Source: an optimization exercise on an open RTL-to-GDS flow (aim: small area and a short achievable clock period). Production flows keep margins and buffers that such runs may drop.
The RTL was checked by simulation tests, not by an equivalence proof against the original design.
The flow treats the clock pin as an ideal source, which a real chip does not have.
No activity file was given, so power comes from the tool's default toggle rates.

==> v38 <==
Design multiplier, start of the top module:
module multiplier (
  input clock, reset,
  input unsigned [63:0] mcand, mplier,
  input [6-1:0] insn_tag_in,
  input [6-1:0] result_tag_in,
  input start,
  output [63:0] product,
  output [6-1:0] insn_tag,
  output [6-1:0] result_tag,
  output done
);
==> flow/config.mk <==
export PLATFORM = sky130hd
export DESIGN_NAME = multiplier
export DESIGN_NICKNAME = multiplier
export VERILOG_FILES = /design/flow/design.v
export SDC_FILE = /design/flow/constraint.sdc
export NUM_CORES = 4
export LEC_CHECK = 0
export CAP_MARGIN = 20
export CORE_MARGIN = 2
export CORE_UTILIZATION = 35
export SETUP_SLACK_MARGIN = 3.4
export SLEW_MARGIN = 20
export SYNTH_HIERARCHICAL = 1
==> flow/constraint.sdc <==
create_clock -name core_clock -period 6.0 [get_ports {clock}]
set_input_delay 1.2000 -clock core_clock [delete_from_list [all_inputs] [get_ports {clock}]]
set_output_delay 1.2000 -clock core_clock [all_outputs]
set_load 0.01 [all_outputs]
standard.sh (not shown) runs the stock make flow with config.mk's settings and CLKGATE_MAP_FILE= SYNTH_SCRIPT=/design/flow/synth_recipe.tcl, a recipe that flattens the netlist after the stock synthesis.
==> flow/flow/run.sh <==
#!/bin/bash
# Standard layout with two changes, both after synthesis:
#  - after global placement, combinational cells that synthesis sized up are set back to their
#    smallest size and the port buffers to plain buffers (flow/downsize.tcl); the flow's own
#    timing repair then sizes up only what the setup margin needs;
#  - clock tree synthesis without dummy loads, with larger sink clusters (fewer leaf buffers).
# Each tool's output goes to a log file of its own in this folder.
set -uo pipefail
export CTS_ARGS="-sink_clustering_enable -repair_clock_nets -dont_use_dummy_load -sink_clustering_size 20 -sink_clustering_max_diameter 150"
bash standard.sh synth > log_1_synth.txt 2>&1 || exit 1
bash standard.sh place > log_2_floorplan_place.txt 2>&1 || exit 1
openroad -no_init -exit flow/downsize.tcl > log_3_downsize.txt 2>&1 || exit 1
bash standard.sh > log_4_cts_route_finish.txt 2>&1 || exit 1
==> flow/flow/downsize.tcl <==
# Set every combinational cell that synthesis sized up back to its smallest (_1) variant, and
# the port buffers to plain buffers. The later repair steps of the standard flow size up again
# only what the setup margin needs.
set R orfs/results/$::env(FLOW_PLATFORM)/multiplier/base
set P $::env(FLOW_HOME)/platforms/$::env(FLOW_PLATFORM)
read_db $R/3_place.odb
read_liberty $P/lib/sky130_fd_sc_hd__tt_025C_1v80.lib
read_sdc $R/3_place.sdc
source $P/setRC.tcl
estimate_parasitics -placement
puts "before: area [rsz::design_area] ws [worst_slack -max]"
set n 0
set nport 0
set pbuf [get_lib_cells sky130_fd_sc_hd__buf_2]
foreach inst [get_cells *] {
  set name [get_property $inst full_name]
  set lc [get_property $inst ref_name]
  if {[string match input* $name] || [string match output* $name]} {
    if {[string match *clkdlybuf* $lc]} { replace_cell $inst $pbuf; incr nport }
    continue
  }
  if {[regexp {^(sky130_fd_sc_hd__[a-z0-9]+)_([0-9]+)$} $lc -> base drive] && $drive > 1} {
    if {[regexp {df|dl|sdf|edf|clk|conb|tap|fill|decap|diode|probe|lpflow} $base]} { continue }
    set new [get_lib_cells -quiet ${base}_1]
    if {[llength $new]} { replace_cell $inst $new; incr n }
  }
}
puts "downsized $n, port buffers replaced $nport"
detailed_placement
estimate_parasitics -placement
puts "after: area [rsz::design_area] ws [worst_slack -max]"
write_db $R/3_place.odb
==> inputs of v10, as changes to v38 <==
==> flow/run.sh (new file) <==
#!/bin/bash
# synth_recipe.tcl (not shown) runs the flow's synth.tcl, then flattens the netlist and writes it again
# the make line also repeats each setting of config.mk as NAME=value (left out here)
make -C /OpenROAD-flow-scripts/flow DESIGN_CONFIG=/design/flow/config.mk WORK_HOME=/design/flow/orfs CLKGATE_MAP_FILE= SYNTH_SCRIPT=/design/flow/synth_recipe.tcl finish
removed: flow/flow/run.sh
removed: flow/flow/downsize.tcl
removed: flow/standard.sh
==> inputs of v19, as changes to v38 <==
==> flow/flow/run.sh (replaced) <==
#!/bin/bash
# Standard layout, with one extra step after global placement: cells that synthesis sized up
# but that are off the critical paths are sized back down (OpenROAD power recovery, which
# keeps every path within the same setup margin the flow repairs to).
set -uo pipefail
R=orfs/results/$FLOW_PLATFORM/multiplier/base
bash standard.sh synth > log_synth.txt 2>&1 || exit 1
bash standard.sh place > log_place.txt 2>&1 || exit 1
openroad -no_init -exit flow/downsize.tcl > log_downsize.txt 2>&1 || exit 1
bash standard.sh > log_rest.txt 2>&1 || exit 1
==> flow/flow/downsize.tcl (replaced) <==
# Size every combinational cell that synthesis sized up back to its smallest (_1) variant.
# The later repair steps of the standard flow size up again only what timing needs.
set R orfs/results/$::env(FLOW_PLATFORM)/multiplier/base
set P $::env(FLOW_HOME)/platforms/$::env(FLOW_PLATFORM)
read_db $R/3_place.odb
read_liberty $P/lib/sky130_fd_sc_hd__tt_025C_1v80.lib
read_sdc $R/3_place.sdc
source $P/setRC.tcl
estimate_parasitics -placement
puts "before: area [rsz::design_area] ws [worst_slack -max]"
set n 0
foreach inst [get_cells *] {
  set name [get_property $inst full_name]
  if {[string match input* $name] || [string match output* $name]} { continue }
  set lc [get_property $inst ref_name]
  if {[regexp {^(sky130_fd_sc_hd__[a-z0-9]+)_([0-9]+)$} $lc -> base drive] && $drive > 1} {
    if {[regexp {df|dl|sdf|edf|clk|conb|tap|fill|decap|diode|probe|lpflow} $base]} { continue }
    set new [get_lib_cells -quiet ${base}_1]
    if {[llength $new]} { replace_cell $inst $new; incr n }
  }
}
puts "downsized $n"
detailed_placement
estimate_parasitics -placement
puts "after: area [rsz::design_area] ws [worst_slack -max]"
write_db $R/3_place.odb
==> qor summary <==
| item | v19 | v10 | v38 |
|---|---|---|---|
| Maximum fanout along the worst path | 1 | 2 | 1 |
| P_clk | 0.00821 W | 0.00826 W | 0.00462 W |
| Vias in the first global route | 57200 | 57400 | 56900 |
| DR pass1 iterations | 7 | 6 | 7 |
| Achievable clock frequency | 374 MHz | 370 MHz | 371 MHz |
| Total clock buffers created by CTS | 121 | 119 | 68 |
| Internal power | 0.0279 W | 0.0288 W | 0.0251 W |
| Detailed route wirelength on metal2 | 136000 um | 136000 um | 133000 um |
| Number of clock buffer instances in the layout | 160 | 146 | 68 |
| Final Non-Filler Cells | 9037 | 9063 | 8877 |
| Detailed-route via count | 57000 | 57300 | 56300 |
| End point of the critical path | r2_2348 | r2_2348 | r2_2344 |
| Power in combinational cells | 0.0296 W | 0.0316 W | 0.0296 W |
| Routed WL | 324000 um | 327000 um | 322000 um |
| Area of combinational cells with multiple inputs | 43900 sq um | 49800 sq um | 42700 sq um |
| Minimum clock period | 2.67 ns | 2.70 ns | 2.69 ns |
| Number of nets in the finished design | 7175 | 7205 | 7131 |
| Result of the run | timing/DRC/antenna clean | timing/DRC/antenna clean | timing/DRC/antenna clean |
| Crit path required time | 6.74 ns | 6.73 ns | 6.61 ns |
| Clk Latency, worst-skew pair | 0.85 ns | 0.86 ns | 0.73 ns |
| Slew Limit Headroom | 30.6% | 28.3% | 31.3% |
| Power density over the cells | 632 nW/um^2 | 610 nW/um^2 | 624 nW/um^2 |
| Highest ir drop seen on vdd | 0.000572 V | 0.000611 V | 0.000611 V |

-- afterwards: timing with drivers on the ports --
How much do the figures lean on ideal ports? The routed layouts below were timed once more, with nothing changed but the port constraints. Step 1, drivers: a clkbuf_16 drives clock and a buf_2 each remaining input, both assumed. Step 2 also shifts input and output timing later by t, the mid clock arrival at the registers, as if the neighbouring blocks saw the same clock. Three values: ideal, step 1, step 2; two values: the first two.
| run | shift t [ns] | slack for setup (ns) | hold slack, ns | worst register clock-pin slew, ns | worst slew at a driven data input, ns |
|---|---|---|---|---|---|
| v38 | 0.792 | 3.306 / 3.306 / 2.691 | 0.292 / 0.292 / 0.292 | 0.11 / 0.11 | 0.09 |
| v10 | 0.899 | 3.298 / 3.298 / 2.615 | 0.319 / 0.319 / 0.319 | 0.07 / 0.07 | 0.10 |
| v19 | 0.898 | 3.329 / 3.329 / 2.501 | 0.324 / 0.324 / 0.324 | 0.07 / 0.07 | 0.10 |
After both steps every run listed still meets setup and hold. The setup slack of v19, which loses most, moves by 0.000 ns with the drivers and by -0.828 ns with both steps.
